Source: an optimization exercise on an open RTL-to-GDS flow (aim: small area). Production flows keep margins and buffers that such runs may drop. The flow treats the clock pin as an ideal source, which a real chip does not have.

==> run Y <==
// conv_layer
module conv_layer(out, activations, weights, clk, rst);
output reg [255:0] out;
input [63:0] activations;
input [63:0] weights;
input clk, rst;
reg [63:0] w_r;
reg [17:1] w3_r [0:3];
reg [6:0] s1 [0:3];    
reg [6:0] s2 [0:3];    
reg [6:0] s3 [0:3];    
reg [3:0] one7, two7, neg7, negn7;   
reg [6:0] c;
reg r1, r2, v;
reg first;   
reg [23:0] acc [0:15];
reg [0:0] cr [0:15];
reg [15:0] shn [0:15];
wire ld_sh = (c == 7'd0);         
wire ld_out = (c == 7'd6) & v;    
wire [23:0] kinit = r2 ? 24'd333177 : 24'd11468836;
always @(posedge clk) begin
  w_r <= weights;
  r2 <= r1;
  first <= !rst | (c == 7'd107) | r1;
  if (!rst) begin
    c <= 7'd0;
    r1 <= 1'b1;
    v <= 1'b0;
  end else begin
    c <= (c == 7'd107) ? 7'd0 : c + 7'd1;
    r1 <= 1'b0;
    if (c == 7'd107) v <= 1'b1;
  end
end
genvar p, f, j, i;
generate
for (f = 0; f < 4; f = f + 1) begin : tw
  wire [17:0] wx = {{2{weights[16*f+15]}}, weights[16*f +: 16]};
  wire [17:0] w3 = wx + {wx[16:0], 1'b0};
  always @(posedge clk) w3_r[f] <= w3[17:1];
end
for (p = 0; p < 4; p = p + 1) begin : enc
  wire [15:0] a = activations[16*p +: 16];
  for (j = 0; j < 7; j = j + 1) begin : dig
    always @(posedge clk) begin
      s1[p][j] <= ~a[2*j+1] & a[2*j];
      s2[p][j] <= a[2*j+1] & ~a[2*j];
      s3[p][j] <= a[2*j+1] & a[2*j];
    end
  end
  ...
export LEC_CHECK = 0
export CAP_MARGIN = 10
export CORE_MARGIN = 2
export CORE_UTILIZATION = 50
export CTS_BUF_LIST = sky130_fd_sc_hd__clkbuf_8 sky130_fd_sc_hd__clkbuf_16
export CTS_CLUSTER_DIAMETER = 100
export CTS_CLUSTER_SIZE = 20
export PLACE_DENSITY = 0.55
export SLEW_MARGIN = 10
export SYNTH_HIERARCHICAL = 1
export SYNTH_MINIMUM_KEEP_SIZE = 0
create_clock -name core_clock -period 7.0 [get_ports {clk}]
standard.sh (not shown) runs the stock make flow with config.mk's settings and CLKGATE_MAP_FILE= SYNTH_SCRIPT=/design/flow/synth_recipe.tcl, a recipe that flattens the netlist after the stock synthesis.
==> flow/flow/run.sh <==
#!/bin/bash
# Own layout flow: the standard layout (standard.sh: ORFS synthesis through finish), with
# - the smallest buffer (buf_1) as the buffer on every input and output port, and
# - one site of placement padding on each side of every a222oi cell (flow/pad.tcl, sourced
#   before each detailed placement), for pin access.
set -euo pipefail
cd "$(dirname "$0")/.."
export BUFFER_PORTS_ARGS="-buffer_cell sky130_fd_sc_hd__buf_1"
pad="$PWD/flow/pad.tcl"
export PRE_DETAIL_PLACE_TCL="$pad" PRE_CTS_TCL="$pad" PRE_GLOBAL_ROUTE_TCL="$pad"
export PRE_REPAIR_TIMING_POST_PLACE_TCL="$pad"
bash standard.sh > flow_standard.log 2>&1
==> flow/flow/pad.tcl <==
# One free site on each side of every a222oi cell, whose six inputs sit in one row of pins,
# so that the router can reach them. Sourced before each detailed placement.
set_placement_padding -masters sky130_fd_sc_hd__a222oi_1 -left 1 -right 1
==> run D (differences from run Y) <==
==> flow/flow/run.sh (replaced) <==
#!/bin/bash
# Own layout flow: the standard layout (standard.sh: ORFS synthesis through finish),
# with the smallest buffer (buf_1) as the buffer on every input and output port.
set -euo pipefail
cd "$(dirname "$0")/.."
export BUFFER_PORTS_ARGS="-buffer_cell sky130_fd_sc_hd__buf_1"
bash standard.sh > flow_standard.log 2>&1
PLACE_DENSITY = 0.52   (was 0.55)
removed: flow/flow/pad.tcl
==> comparison <==
- Synthesized area is the same in run D and run Y.
- Run D finished with capacitance limit, slew limit left. Run Y ended with an error in global routing.
- Synthesized cell count is the same in run Y and run D.
==> figures <==
Ys flop type: run D sky130_fd_sc_hd__dfxtp_1; run Y sky130_fd_sc_hd__dfxtp_1
Compound-cell area share of the yosys netlist: run D 0.193; run Y 0.193
Yosys top cell area share: run D 0.372; run Y 0.372
Cts bufs inserted: run D 82; run Y 81
Worst slack at placement: run D 0.444 ns; run Y 0.659 ns
Count of state elements after synthesis: run D 1151; run Y 1151
Result of the run: run D failed layout checks; run Y stopped before the end
Failing step: run D -; run Y global routing
Reasons for failing layout checks: run D capacitance limit, slew limit; run Y -
Estimated wirelength of the detail-placed design: run D 333000 um; run Y 335000 um
Placed Instances: run D 10800; run Y 10800
Share of the yosys chip area belonging to registers: run D 0.274; run Y 0.274
Count of buffers added by post-CTS timing repair for setup: run D 0; run Y 0
Cells resized by post-CTS repair: run D 0; run Y 0
Instance area after placement: run D 109000 sq um; run Y 109000 sq um
Last weighted congestion value of the routability-driven placer: run D 1.00; run Y 1.02
Count of different cell masters after synthesis: run D 64; run Y 64
No functional check of the RTL was part of any run of this note.

## static timing again, ports no longer ideal
Ports are ideal in the flow. The routed layout listed here was re-timed in OpenROAD. Step 1 (the two cells are an assumption about what drives the block):
set clk [get_ports {clk}]
set_driving_cell -lib_cell sky130_fd_sc_hd__clkbuf_16 $clk
set_driving_cell -lib_cell sky130_fd_sc_hd__buf_2 [delete_from_list [all_inputs] $clk]
Step 2 moves the port delays by t, midway between the first and last clock arrival at a register: inputs arrive t later, outputs are due t later. That takes back most of the time a late clock gives input paths. Three values: ideal, step 1, step 2; two values: the first two.
run: run D
t, ns: 0.881
setup slack, ns: 0.284 / 0.284 / 0.284
latest minus earliest clock arrival (ns): 0.054 / 0.054
The setup slack of run D moves by 0.000 ns with the drivers and by 0.000 ns with both steps.
